This design comes from an exercise in tuning for small area on the open sky130 flow, not from production work. At most, simulation tests tie the RTL to the original design; equivalence was not proved. No driver is modelled on the clock port, so clocking that relies on it looks cheaper here than on a real chip. Power is estimated from default activity; no workload was simulated.

== lagoon ==
## hexapod
module hexapod(
    input CLK,
    input rst,
    output zu11,
    output zu12,
    output zu13,
    output zu21,
    output zu22,
    output zu23,
    output zu31,
    output zu32,
    output zu33,
    output zu41,
    output zu42,
    output zu43,
    output zu51,
    output zu52,
    output zu53,
    output zu61,
    output zu62,
    output zu63,
    output [2:0] servo_en
    );
reg [7:0]  P;
reg [6:0]  L;
reg [5:0]  H;
reg [3:0]  c;
reg        nr;
reg        d;
reg        h;
wire p_end = ~P[6] & P[5] & P[4] & ~P[3] & ~P[2] & P[1] & P[0];
wire l_end = L[6] & L[5] & L[4] & L[3] & L[2];                   
wire h_end = H[5] & H[2] & H[1] & H[0];                          
wire b_end = p_end & l_end;
wire g_adv = b_end & h_end;
wire c_top = ~d & c[3] & c[1] & c[0];                             
always @ (posedge CLK or posedge rst)
begin
	if (rst)
	begin
		P  <= 8'd206;
		L  <= 7'd63;
		H  <= 6'd0;
		c  <= 4'd15;
		nr <= 1'b0;
		d  <= 1'b1;
		h  <= 1'b1;
	end
	else
	begin
		P <= {P[6:0], P[7] ^ P[2] ^ p_end};
		if (p_end)
		begin
			if (l_end)
				L <= 7'd0;
			else
				L <= L + 7'd1;
		end
		if (b_end)
		begin
			if (h_end)
				H <= 6'd0;
			else
				H <= H + 6'd1;
		end
		if (g_adv)
		begin
			if (c_top)
			begin
				c[3] <= 1'b0;                    
				d    <= 1'b1;
			end
			else
			begin
				c <= c + 4'd1;
				if (d & (&c))                    
				begin
					d  <= 1'b0;
					h  <= ~h;
					nr <= 1'b1;
				end
			end
		end
	end
end
wire       grp = ~|H[5:2];
  ...
Size: about 23 I/O pins, ~0.0018 mm2 of cells after synthesis.
Settings: LEC_CHECK=0, CAP_MARGIN=20, CORE_MARGIN=2, CORE_UTILIZATION=40, SLEW_MARGIN=20; clock period 20.0 ns.
run.sh (not shown) runs the stock make flow with config.mk's settings and CLKGATE_MAP_FILE= SYNTH_SCRIPT=/design/flow/synth_recipe.tcl, a recipe that flattens the netlist after the stock synthesis.
Input changes introduced in ember (baseline for comparison: lagoon):
==> flow/flow/run.sh (new file) <==
#!/bin/bash
# The standard layout (standard.sh, ORFS) with three changes aimed at
# cell area: 1x port buffers, a clock tree without dummy loads built from one
# buffer type, and a pass before CTS that moves logic cells to their smallest
# drive strength. Each tool's output is in flow.log and orfs/logs/.
export BUFFER_PORTS_ARGS="-buffer_cell sky130_fd_sc_hd__buf_1"
export CTS_ARGS="-sink_clustering_enable -repair_clock_nets -dont_use_dummy_load -root_buf sky130_fd_sc_hd__clkbuf_8 -buf_list sky130_fd_sc_hd__clkbuf_8 -sink_clustering_size 40 -sink_clustering_max_diameter 300"
export PRE_CTS_TCL=$PWD/flow/pre_cts.tcl
bash standard.sh > flow.log 2>&1
==> flow/flow/downsize.tcl (new file) <==
# Swap every logic cell to the smallest-area cell of the same family
# (same function and pins, other drive strength), then repair slew/cap.
proc area_downsize {} {
  set db [ord::get_db]
  set block [ord::get_db_block]
  set n 0
  foreach inst [$block getInsts] {
    set m [$inst getMaster]
    set name [$m getName]
    if {![regexp {^(sky130_fd_sc_hd__[a-z0-9]+)_([0-9]+)$} $name -> base drv]} { continue }
    if {[regexp {tap|fill|decap|conb|clkbuf|clkdly|dly|df|dl|sdf|edf|lpflow|probe} $base]} { continue }
    set best $m
    set barea [expr {[$m getWidth] * [$m getHeight]}]
    foreach d {0 1 2 4 6 8 12 16} {
      set c [$db findMaster ${base}_$d]
      if {$c == "NULL" || $c == ""} { continue }
      set a [expr {[$c getWidth] * [$c getHeight]}]
      if {$a < $barea} { set best $c; set barea $a }
    }
    if {$best != $m} {
      replace_cell [$inst getName] [$best getName]
      incr n
    }
  }
  puts "area_downsize: swapped $n cells"
}
area_downsize
==> flow/flow/pre_cts.tcl (new file) <==
source [file join [file dirname [info script]] downsize.tcl]
estimate_parasitics -placement
repair_design
==> flow/standard.sh (new file) <==
#!/bin/bash
# synth_recipe.tcl (not shown) runs the flow's synth.tcl, then flattens the netlist and writes it again
# the make line also repeats each setting of config.mk as NAME=value (left out here)
make -C /OpenROAD-flow-scripts/flow DESIGN_CONFIG=/design/flow/config.mk WORK_HOME=/design/flow/orfs CLKGATE_MAP_FILE= SYNTH_SCRIPT=/design/flow/synth_recipe.tcl "${@:-finish}"
removed: flow/run.sh
The final reports for ember and lagoon show relative contribution of the clock network to total power lower in the former. Number of buffers inserted during clock tree synthesis: ember vs lagoon identical. On setup slack, lagoon loses to ember. Against lagoon, via-per-instance ratio in ember fell by a few percent. Final critical path time including I/O delays and setup | ember below lagoon.

========
Setup of main:
hexapod, a different RTL version from the one above (not shown whole).
Size: roughly 150 cells after synthesis, about 23 I/O pins, roughly 1400 um^2 of cells after synthesis.
export LEC_CHECK = 0
export CAP_MARGIN = 20
export CORE_AREA = 2 2 60 60
export DIE_AREA = 0 0 62 62
export SLEW_MARGIN = 20
create_clock -name core_clock -period 20.0 [get_ports {CLK}]
standard.sh (not shown) runs the stock make flow with config.mk's settings and CLKGATE_MAP_FILE= SYNTH_SCRIPT=/design/flow/synth_recipe.tcl, a recipe that flattens the netlist after the stock synthesis.
==> flow/flow/run.sh <==
#!/bin/bash
# The standard layout (standard.sh, ORFS) with changes aimed at cell
# area:
#  1. after the standard synthesis, its combinational logic is mapped again
#     by ABC with an area script (resyn.tcl, area.abc; three rounds of four
#     seeds, the smallest kept); flip-flops and tie cells keep their
#     instances, names and types;
#  2. 1x port buffers;
#  3. before CTS, logic cells moved to their smallest drive strength and the
#     clock sinks split over three buffers fed by the clock port (TritonCTS
#     then skips those nets).
# Each tool's output is in flow_synth.log, flow.log, resyn_*.log and
# orfs/logs/.
set -euo pipefail
export BUFFER_PORTS_ARGS="-buffer_cell sky130_fd_sc_hd__buf_1"
export CTS_ARGS="-sink_clustering_enable -dont_use_dummy_load"
export PRE_CTS_TCL=$PWD/flow/pre_cts.tcl
bash standard.sh synth > flow_synth.log 2>&1
R=$PWD/orfs/results/$FLOW_PLATFORM/hexapod/base
P=$FLOW_HOME/platforms/$FLOW_PLATFORM
cp $R/1_2_yosys.v $R/1_2_yosys_standard.v
export RESYN_LIB=$P/lib/sky130_fd_sc_hd__tt_025C_1v80.lib
export RESYN_KEEP="$(grep -o 'sky130_fd_sc_hd__df[a-z0-9_]*\|sky130_fd_sc_hd__conb_1' $R/1_2_yosys_standard.v | sort -u | tr '\n' ' ')"
export RESYN_DONT_USE="$(sed -n '/DONT_USE_CELLS += /,/^$/p' $P/config.mk | grep -o 'sky130_fd_sc_hd__[a-z0-9_]*' | tr '\n' ' ')"
YOSYS=$(dirname $FLOW_HOME)/tools/install/yosys/bin/yosys
# Three rounds of four ABC runs with different seeds; each round starts
# from the smallest result so far. The smallest result of all
# is used.
resyn_round() {  # $1: input netlist, $2: first seed, $3: round name
  for k in 0 1 2 3; do
    local seed=$(($2 + k))
    sed "s/&deepsyn -T 30/\&deepsyn -T 40 -S $seed/" flow/area.abc > area_$3_$seed.abc
    RESYN_IN=$1 RESYN_SCRIPT=$PWD/area_$3_$seed.abc RESYN_OUT=$R/1_2_yosys_$3_$seed.v \
      $YOSYS -c flow/resyn.tcl > resyn_$3_$seed.log 2>&1 &
  done
  wait
  for k in 0 1 2 3; do
    local seed=$(($2 + k))
    local a=$(grep "Chip area for top module" resyn_$3_$seed.log | grep -o "[0-9.]*$" || true)
    echo "$3 seed $seed: $a" >> resyn_pick.log
    [[ -n "$a" ]] || continue
    if [[ -z "$best" ]] || awk -v a="$a" -v b="$barea" 'BEGIN { exit !(a < b) }'; then
      best=$R/1_2_yosys_$3_$seed.v; barea=$a
    fi
  done
  # keep the top module only
  awk '/^module hexapod\(/{p=1} p{print} p&&/^endmodule/{p=0}' $best > $R/1_2_yosys_best.v
  echo "best so far: $best $barea" >> resyn_pick.log
}
best=""; barea=""
resyn_round $R/1_2_yosys_standard.v 1 r1
cp $R/1_2_yosys_best.v $R/1_2_yosys_r1best.v
resyn_round $R/1_2_yosys_r1best.v 5 r2
cp $R/1_2_yosys_best.v $R/1_2_yosys_r2best.v
resyn_round $R/1_2_yosys_r2best.v 9 r3
cp $R/1_2_yosys_best.v $R/1_2_yosys.v
touch $R/1_2_yosys.v
bash standard.sh finish > flow.log 2>&1
Other scripts of this flow, unchanged in this note and not shown: flow/flow/area.abc, flow/flow/clkbuf.tcl, flow/flow/downsize.tcl, flow/flow/pre_cts.tcl, flow/flow/resyn.tcl, flow/flow/tie.tcl
main ended with every stage complete and zero timing, DRC or antenna violations.
#### Input delta (the feature branch over main)
-- flow/flow/run.sh --
<<< main, line 5
#     by ABC with an area script (resyn.tcl, area.abc; three rounds of four
>>> the feature branch, line 5
#     by ABC with an area script (resyn.tcl, area.abc; two rounds of four
<<< main, line 26
# Three rounds of four ABC runs with different seeds; each round starts
# from the smallest result so far. The smallest result of all
>>> the feature branch, line 26
# Two rounds of four ABC runs with different seeds; the second round
# starts from the first round's smallest result. The smallest result of all
<<< main, line 54
cp $R/1_2_yosys_best.v $R/1_2_yosys_r2best.v
resyn_round $R/1_2_yosys_r2best.v 9 r3
>>> the feature branch, line 54
Findings:
In the feature branch, the final worst hold slack came out 9.1 ps above the value in main.
For main, the worst setup path endpoint was zu61, unlike the feature branch, where it was zu23.
Going from main to the feature branch, number of multi-input combinational cells in the layout shows an increase of 4.8%; cell count of the worst reg-to-reg path rose 6.

========
Setup of branch umber:
Another version of the RTL of hexapod (not shown whole).
Size in the first run: ~190 cells after synthesis, ~27 flip-flops, about 23 I/O pins, about 1900 sq um of cells after synthesis.
==> flow/config.mk <==
export PLATFORM = sky130hd
export DESIGN_NAME = hexapod
export DESIGN_NICKNAME = hexapod
export VERILOG_FILES = /design/flow/design.v
export SDC_FILE = /design/flow/constraint.sdc
export NUM_CORES = 4
export LEC_CHECK = 0
export CAP_MARGIN = 20
export CORE_MARGIN = 2
export CORE_UTILIZATION = 65
export SLEW_MARGIN = 20
==> flow/constraint.sdc <==
create_clock -name core_clock -period 20.0 [get_ports {CLK}]
set_input_delay 4.0000 -clock core_clock [delete_from_list [all_inputs] [get_ports {CLK}]]
set_output_delay 4.0000 -clock core_clock [all_outputs]
set_load 0.01 [all_outputs]
==> flow/flow/run.sh <==
#!/bin/bash
# The standard layout (standard.sh, ORFS) with changes aimed at cell
# area: 1x port buffers; before CTS, logic cells moved to their smallest
# drive strength and the clock sinks split over three buffers fed by the
# clock port (TritonCTS then skips those nets). Each tool's output is in
# flow.log and orfs/logs/.
export BUFFER_PORTS_ARGS="-buffer_cell sky130_fd_sc_hd__buf_1"
export CTS_ARGS="-sink_clustering_enable -dont_use_dummy_load"
export PRE_CTS_TCL=$PWD/flow/pre_cts.tcl
bash standard.sh > flow.log 2>&1
==> flow/flow/clkbuf.tcl <==
# Drive the clock sinks from k clock buffers fed directly by the clock port,
# each buffer placed at the centroid of its group of sinks (groups are
# contiguous in x).
proc split_clock_buffers {cell k} {
  set db [ord::get_db]
  set block [ord::get_db_block]
  set clk [$block findNet CLK]
  set master [$db findMaster $cell]
  set sinks {}
  foreach it [$clk getITerms] {
    set loc [[$it getInst] getLocation]
    lappend sinks [list [lindex $loc 0] [lindex $loc 1] $it]
  }
  set sinks [lsort -integer -index 0 $sinks]
  set skip [list CLK]
  set n [llength $sinks]
  for {set g 0} {$g < $k} {incr g} {
    set lo [expr {$g * $n / $k}]
    set hi [expr {($g + 1) * $n / $k - 1}]
    set inst [odb::dbInst_create $block $master clkbuf_root_$g]
    set net [odb::dbNet_create $block clknet_root_$g]
    $net setSigType CLOCK
    set sx 0; set sy 0; set m 0
    foreach s [lrange $sinks $lo $hi] {
      set it [lindex $s 2]
      set sx [expr {$sx + [lindex $s 0]}]; set sy [expr {$sy + [lindex $s 1]}]; incr m
      $it disconnect
      $it connect $net
    }
    [$inst findITerm A] connect $clk
    [$inst findITerm X] connect $net
    $inst setLocation [expr {$sx / $m}] [expr {$sy / $m}]
    $inst setPlacementStatus PLACED
    lappend skip clknet_root_$g
    puts "split_clock_buffers: $cell $g drives $m sinks"
  }
  # TritonCTS leaves these nets as they are
  set_cts_config -skip_nets $skip
}
==> flow/flow/downsize.tcl <==
# Swap every logic cell to the smallest-area cell of the same family
# (same function and pins, other drive strength), then repair slew/cap.
proc area_downsize {} {
  set db [ord::get_db]
  set block [ord::get_db_block]
  set n 0
  foreach inst [$block getInsts] {
    set m [$inst getMaster]
    set name [$m getName]
    if {![regexp {^(sky130_fd_sc_hd__[a-z0-9]+)_([0-9]+)$} $name -> base drv]} { continue }
    if {[regexp {tap|fill|decap|conb|clkbuf|clkdly|dly|df|dl|sdf|edf|lpflow|probe} $base]} { continue }
    # leave drivers of large fanout as sized
    set fo 0
    foreach it [$inst getITerms] {
      if {[$it isOutputSignal] && [$it getNet] != "NULL"} { set fo [llength [[$it getNet] getITerms]] }
    }
    if {$fo > 8} { continue }
    set best $m
    set barea [expr {[$m getWidth] * [$m getHeight]}]
    foreach d {0 1 2 4 6 8 12 16} {
      set c [$db findMaster ${base}_$d]
      if {$c == "NULL" || $c == ""} { continue }
      set a [expr {[$c getWidth] * [$c getHeight]}]
      if {$a < $barea} { set best $c; set barea $a }
    }
    if {$best != $m} {
      replace_cell [$inst getName] [$best getName]
      incr n
    }
  }
  puts "area_downsize: swapped $n cells"
}
area_downsize
==> flow/flow/pre_cts.tcl <==
set dir [file dirname [info script]]
source [file join $dir downsize.tcl]
source [file join $dir clkbuf.tcl]
split_clock_buffers sky130_fd_sc_hd__buf_4 3
estimate_parasitics -placement

Looking at the reports, branch umber completed the entire flow and the layout it produced met the timing, DRC and antenna checks.
What branch tundra does differently from branch umber at the input level:
diff --git a/flow/flow/clkbuf.tcl b/flow/flow/clkbuf.tcl
--- a/flow/flow/clkbuf.tcl
+++ b/flow/flow/clkbuf.tcl
@@ -15 +14,0 @@
-  set skip [list CLK]
@@ -34 +33 @@
-    lappend skip clknet_root_$g
+    set_cts_config -skip_nets [get_nets clknet_root_$g]
@@ -37,2 +35,0 @@
-  # TritonCTS leaves these nets as they are
-  set_cts_config -skip_nets $skip
diff --git a/flow/flow/downsize.tcl b/flow/flow/downsize.tcl
--- a/flow/flow/downsize.tcl
+++ b/flow/flow/downsize.tcl
@@ -12,6 +11,0 @@
-    # leave drivers of large fanout as sized
-    set fo 0
-    foreach it [$inst getITerms] {
-      if {[$it isOutputSignal] && [$it getNet] != "NULL"} { set fo [llength [[$it getNet] getITerms]] }
-    }
-    if {$fo > 8} { continue }
diff --git a/flow/flow/pre_cts.tcl b/flow/flow/pre_cts.tcl
--- a/flow/flow/pre_cts.tcl
+++ b/flow/flow/pre_cts.tcl
@@ -6 +6 @@
-
+repair_design
Notes after the runs:
- In the flow results for branch umber and branch tundra, the number of optimization iterations in the first detailed-route pass is smaller on branch umber.
- Compared with branch umber, in branch tundra number of nets at the end of the flow increased 3; compound-gate portion of the synthesized area essentially unchanged; area overhead of the layout relative to synthesis increased 0.73 points; portion of total power attributed to sequential cells decreased 7.9 points.
- Adder and majority gate portion of the synthesized area: branch umber vs branch tundra identical
- Looking only at worst setup margin, and setting everything else aside, the higher value of branch umber and branch tundra goes to branch umber.
- Compared with branch umber, in branch tundra overall global routing resource usage increased 1.4 points; smallest hold slack neither gained nor lost much; share of the yosys chip area belonging to registers was more or less identical; final non-filler cell area rose about 0.8%.
No run of this note included a check of the RTL's function; only the layout flow was run.

afterwards: timing with drivers on the ports:
Ports are ideal in the flow. The routed layouts listed here were re-timed in OpenROAD.
Step 1, drivers: a clkbuf_16 drives CLK and a buf_2 each remaining input, both assumed.
Step 2 adds t to the input delays and takes it off the output delays; t is the mean of the earliest and latest rising clock arrival at the registers after step 1. Input paths then give back, and output paths get back, about the clock's delay inside the block.
Three values: ideal, step 1, step 2; two values: the first two.
| run | t, ns | setup WS [ns] | latest minus earliest clock arrival (ns) | worst slew at a driven data input, ns | cell pins on the clock port's net |
|---|---|---|---|---|---|
| lagoon | 0.292 | 12.808 / 12.783 / 13.076 | 0.003 / 0.003 | 0.03 | 1 |
| ember | 0.288 | 13.299 / 13.274 / 13.562 | 0.016 / 0.016 | 0.03 | 1 |
| main | 0.158 | 13.402 / 13.368 / 13.526 | 0.010 / 0.010 | 0.03 | 3 |
| the feature branch | 0.161 | 13.833 / 13.799 / 13.960 | 0.014 / 0.014 | 0.03 | 3 |
| branch umber | 0.163 | 13.344 / 13.310 / 13.473 | 0.024 / 0.024 | 0.03 | 3 |
| branch tundra | 0.408 | 13.105 / 13.085 / 13.494 | 0.019 / 0.019 | 0.03 | 1 |
After both steps every run listed still meets setup and hold.
